This design comes from an exercise in tuning for small area, a short achievable clock period and few clock cycles per item on the open sky130 flow, not from production work. RTL that was checked went through simulation tests only; none was proved equivalent to the original.

Setup of rev 12:
Design verilog_multiplier, start of the top module:
module verilog_multiplier(clk, rst, ready, op1, op2, res, done);
For scale: ~2300 cells after synthesis, about 120 flip-flops, roughly 100 I/O pins, ~0.023 mm² of cells after synthesis.
==> flow/config.mk <==
export PLATFORM = sky130hd
export DESIGN_NAME = verilog_multiplier
export DESIGN_NICKNAME = verilog_multiplier
export VERILOG_FILES = /design/flow/design.v
export SDC_FILE = /design/flow/constraint.sdc
export NUM_CORES = 4
export LEC_CHECK = 0
export CAP_MARGIN = 20
export CORE_MARGIN = 2
export CORE_UTILIZATION = 70
export SETUP_SLACK_MARGIN = 2.0
export SLEW_MARGIN = 20
==> flow/constraint.sdc <==
create_clock -name core_clock -period 8.0 [get_ports {clk}]
set_input_delay 1.6000 -clock core_clock [delete_from_list [all_inputs] [get_ports {clk}]]
set_output_delay 1.6000 -clock core_clock [all_outputs]
set_load 0.01 [all_outputs]
standard.sh (not shown) runs the stock make flow with config.mk's settings and CLKGATE_MAP_FILE= SYNTH_SCRIPT=/design/flow/synth_recipe.tcl, a recipe that flattens the netlist after the stock synthesis.
==> flow/flow/run.sh <==
#!/bin/bash
# Own flow: the standard layout, except that synthesis runs Yosys's fine
# stage without its early "abc -fast", so that extract_fa finds the design's
# full adders as written (no inverter between adders). The standard synthesis
# runs first; its register names are given to the own netlist's registers,
# and the standard netlist is used as it is if the registers do not match.
set -uo pipefail
W=$(pwd)
R=$W/orfs/results/$FLOW_PLATFORM/verilog_multiplier/base
bash standard.sh synth > log_standard_synth.txt 2>&1 || exit 1
cp "$R/1_2_yosys.v" "$W/ref_1_2_yosys.v"
sed '1s/.*/proc synth {args} { if {[lsearch -glob $args "fine:*"] >= 0} { yosys synth -nofsm -noshare -noabc {*}$args } else { yosys synth -nofsm -noshare {*}$args } }/' synth_recipe.tcl > own_synth.tcl
sed "s|SYNTH_SCRIPT=[^ ]*|SYNTH_SCRIPT=$W/own_synth.tcl|" standard.sh > own_standard.sh
if bash own_standard.sh do-yosys > log_own_synth.txt 2>&1 \
   && python3 flow/rename.py "$W/ref_1_2_yosys.v" "$R/1_2_yosys.v" "$W/own_1_2_yosys.v" > log_rename.txt 2>&1; then
  cp "$W/own_1_2_yosys.v" "$R/1_2_yosys.v"
  echo "own synthesis used" >> log_rename.txt
else
  cp "$W/ref_1_2_yosys.v" "$R/1_2_yosys.v"
  echo "standard synthesis used" >> log_rename.txt
fi
rm -f "$R/1_synth.odb" "$R/1_synth.sdc"
bash standard.sh "BUFFER_PORTS_ARGS=-buffer_cell sky130_fd_sc_hd__buf_4" finish > log_standard_finish.txt 2>&1
Other scripts of this flow, unchanged in this note and not shown: flow/flow/rename.py
Testbench counts of rev 12, summed over its fixed seeds: cycles 6,400, items 3,200.
Modified inputs, rev 13 compared to rev 12
Settings: SETUP_SLACK_MARGIN now 2.25, was 2.0; CTS_BUF_LIST now sky130_fd_sc_hd__clkbuf_4 sky130_fd_sc_hd__clkbuf_8, previously not set; CORE_UTILIZATION now 60, was 70; TNS_END_PERCENT now 20, previously not set.
-- flow/flow/run.sh --
<<< rev 12, line 22
rm -f "$R/1_synth.odb" "$R/1_synth.sdc"
bash standard.sh "BUFFER_PORTS_ARGS=-buffer_cell sky130_fd_sc_hd__buf_4" finish > log_standard_finish.txt 2>&1
>>> rev 13, line 22
rm -f "$R/1_synth.odb" "$R/1_synth.sdc"
bash standard.sh "BUFFER_PORTS_ARGS=-buffer_cell sky130_fd_sc_hd__buf_2" finish > log_standard_finish.txt 2>&1
[summary]
- Rev 13 and rev 12 all finish clean.
- Rev 13 reports its launching instance or port of the critical path as op2[5] while rev 12 reports op1[20].
- Cell total after placement, rev 13 and rev 12: smaller value in rev 12


Setup of P:
verilog_multiplier again, from the RTL that the note above started with.
==> flow/config.mk <==
export PLATFORM = sky130hd
export DESIGN_NAME = verilog_multiplier
export DESIGN_NICKNAME = verilog_multiplier
export VERILOG_FILES = /design/flow/design.v
export SDC_FILE = /design/flow/constraint.sdc
export NUM_CORES = 4
export LEC_CHECK = 0
export CAP_MARGIN = 20
export CORE_MARGIN = 2
export CORE_UTILIZATION = 60
export SETUP_SLACK_MARGIN = 2.4
export SLEW_MARGIN = 20
export TNS_END_PERCENT = 20
==> flow/constraint.sdc <==
create_clock -name core_clock -period 8.0 [get_ports {clk}]
set_input_delay 1.6000 -clock core_clock [delete_from_list [all_inputs] [get_ports {clk}]]
set_output_delay 1.6000 -clock core_clock [all_outputs]
set_load 0.01 [all_outputs]
==> flow/flow/run.sh <==
#!/bin/bash
# Own flow: the standard layout, except that synthesis runs Yosys's fine
# stage without its early "abc -fast", so that extract_fa finds the design's
# full adders as written (no inverter between adders). The standard synthesis
# runs first; its register names are given to the own netlist's registers,
# and the standard netlist is used as it is if the registers do not match.
set -uo pipefail
W=$(pwd)
R=$W/orfs/results/$FLOW_PLATFORM/verilog_multiplier/base
bash standard.sh synth > log_standard_synth.txt 2>&1 || exit 1
cp "$R/1_2_yosys.v" "$W/ref_1_2_yosys.v"
sed '1s/.*/proc synth {args} { if {[lsearch -glob $args "fine:*"] >= 0} { yosys synth -nofsm -noshare -noabc {*}$args } else { yosys synth -nofsm -noshare {*}$args } }/' synth_recipe.tcl > own_synth.tcl
sed "s|SYNTH_SCRIPT=[^ ]*|SYNTH_SCRIPT=$W/own_synth.tcl|" standard.sh > own_standard.sh
if bash own_standard.sh do-yosys > log_own_synth.txt 2>&1 \
   && python3 flow/rename.py "$W/ref_1_2_yosys.v" "$R/1_2_yosys.v" "$W/own_1_2_yosys.v" > log_rename.txt 2>&1; then
  cp "$W/own_1_2_yosys.v" "$R/1_2_yosys.v"
  echo "own synthesis used" >> log_rename.txt
else
  cp "$W/ref_1_2_yosys.v" "$R/1_2_yosys.v"
  echo "standard synthesis used" >> log_rename.txt
fi
rm -f "$R/1_synth.odb" "$R/1_synth.sdc"
bash standard.sh "BUFFER_PORTS_ARGS=-buffer_cell sky130_fd_sc_hd__buf_2" finish > log_standard_finish.txt 2>&1
Other scripts of this flow, unchanged in this note and not shown: flow/flow/rename.py
Testbench counts of P, summed over its fixed seeds: cycles 6,400, items 3,200.
Inputs modified between P and Q:
Settings: SETUP_SLACK_MARGIN now 2.0, was 2.4; TNS_END_PERCENT no longer set, was 20.
--- a/flow/flow/run.sh
+++ b/flow/flow/run.sh
@@ -23 +23 @@
-bash standard.sh "BUFFER_PORTS_ARGS=-buffer_cell sky130_fd_sc_hd__buf_2" finish > log_standard_finish.txt 2>&1
+bash standard.sh "BUFFER_PORTS_ARGS=-buffer_cell sky130_fd_sc_hd__buf_4" finish > log_standard_finish.txt 2>&1
### Flow results
Row tightest hold margin: Q lower / P higher
Fraction of final layout cells sized beyond drive strength 1 ended up 4.2 points lower on Q than on P.
Changes in R relative to Q:
Settings: TNS_END_PERCENT: unset -> 5; SETUP_SLACK_MARGIN: 2.0 -> 2.3.
--- a/flow/flow/run.sh
+++ b/flow/flow/run.sh
@@ -23 +23 @@
-bash standard.sh "BUFFER_PORTS_ARGS=-buffer_cell sky130_fd_sc_hd__buf_4" finish > log_standard_finish.txt 2>&1
+bash standard.sh "BUFFER_PORTS_ARGS=-buffer_cell sky130_fd_sc_hd__buf_2" finish > log_standard_finish.txt 2>&1
Results
Compared Q against R; post-synthesis cell count within noise.
Comparing Q and R, the higher number of buffers other than clock buffers in the final layout was measured on R.
Between Q and R, worst hold slack increased.
Changes observed in R relative to Q: register clock-pin slew on the reported worst setup and hold paths shows no meaningful change, utilization rose by 0.88 points, number of global-route vias before repair went down, half-perimeter wire length after placement climbed about 1.4%.
The area occupied by multi-input gates of R is higher than that of Q.


verilog_multiplier, a different RTL version from the one above (not shown whole).
For scale: about 2400 cells after synthesis, about 0.023 mm^2 of cells after synthesis.
==> flow/config.mk <==
export PLATFORM = sky130hd
export DESIGN_NAME = verilog_multiplier
export DESIGN_NICKNAME = verilog_multiplier
export VERILOG_FILES = /design/flow/design.v
export SDC_FILE = /design/flow/constraint.sdc
export NUM_CORES = 4
export LEC_CHECK = 0
export CAP_MARGIN = 20
export CORE_MARGIN = 2
export CORE_UTILIZATION = 60
export SETUP_SLACK_MARGIN = 2.25
export SLEW_MARGIN = 20
==> flow/constraint.sdc <==
create_clock -name core_clock -period 8.0 [get_ports {clk}]
set_input_delay 1.6000 -clock core_clock [delete_from_list [all_inputs] [get_ports {clk}]]
set_output_delay 1.6000 -clock core_clock [all_outputs]
set_load 0.01 [all_outputs]
==> flow/flow/run.sh <==
#!/bin/bash
# Own flow: the standard layout, except that synthesis runs Yosys's fine
# stage without its early "abc -fast", so that extract_fa finds the design's
# full adders as written (no inverter between adders). The standard synthesis
# runs first; its register names are given to the own netlist's registers,
# and the standard netlist is used as it is if the registers do not match.
set -uo pipefail
W=$(pwd)
R=$W/orfs/results/$FLOW_PLATFORM/verilog_multiplier/base
bash standard.sh synth > log_standard_synth.txt 2>&1 || exit 1
cp "$R/1_2_yosys.v" "$W/ref_1_2_yosys.v"
sed '1s/.*/proc synth {args} { if {[lsearch -glob $args "fine:*"] >= 0} { yosys synth -nofsm -noshare -noabc {*}$args } else { yosys synth -nofsm -noshare {*}$args } }/' synth_recipe.tcl > own_synth.tcl
sed "s|SYNTH_SCRIPT=[^ ]*|SYNTH_SCRIPT=$W/own_synth.tcl|" standard.sh > own_standard.sh
if bash own_standard.sh do-yosys > log_own_synth.txt 2>&1 \
   && python3 flow/rename.py "$W/ref_1_2_yosys.v" "$R/1_2_yosys.v" "$W/own_1_2_yosys.v" > log_rename.txt 2>&1; then
  cp "$W/own_1_2_yosys.v" "$R/1_2_yosys.v"
  echo "own synthesis used" >> log_rename.txt
else
  cp "$W/ref_1_2_yosys.v" "$R/1_2_yosys.v"
  echo "standard synthesis used" >> log_rename.txt
fi
rm -f "$R/1_synth.odb" "$R/1_synth.sdc"
bash standard.sh "BUFFER_PORTS_ARGS=-buffer_cell sky130_fd_sc_hd__buf_4" finish > log_standard_finish.txt 2>&1
Other scripts of this flow, unchanged in this note and not shown: flow/flow/rename.py
Next try:
SETUP_SLACK_MARGIN = 2.0   (was 2.25)
Outcome:
- clock-buffer cell count goes up by 3
- setup slack is worse by 0.24 ns
- synthesized area is unchanged
- hold slack is better by 0.0053 ns
- design area goes down by a few percent
- wire length goes down slightly
- utilization goes down by 2.0 points
No functional check of the RTL was part of any run of this note.

re-timing with driven ports:
The results above use ideal ports. As a check the final layouts listed here were re-extracted and re-timed, cells and wires unchanged. Step 1: set_driving_cell puts a clkbuf_16 on clk and a buf_2 on each other input, an assumption about the parent block. Step 2 adds t to the input delays and takes it off the output delays; t is the mean of the earliest and latest rising clock arrival at the registers after step 1. Input paths then give back, and output paths get back, about the clock's delay inside the block. Slacks: ideal / step 1 / step 2; pairs: ideal / step 1.
| run | t, ns | slack for setup (ns) | pins driven straight from the clock port |
|---|---|---|---|
| rev 12 | 0.484 | 2.171 / 2.130 / 1.714 | 1 |
| rev 13 | 0.509 | 2.309 / 2.320 / 1.828 | 1 |
| P | 0.482 | 2.401 / 2.400 / 1.918 | 1 |
| Q | 0.473 | 2.148 / 2.161 / 1.701 | 1 |
| R | 0.480 | 2.295 / 2.313 / 1.833 | 1 |
| the first run of note 3 | 0.490 | 2.264 / 2.231 / 1.741 | 1 |
| the second run of note 3 | 0.482 | 2.027 / 2.047 / 1.564 | 1 |
After both steps setup and hold are still met in every run listed. The setup slack of the first run of note 3, which loses most, moves by -0.033 ns with the drivers and by -0.523 ns with both steps.
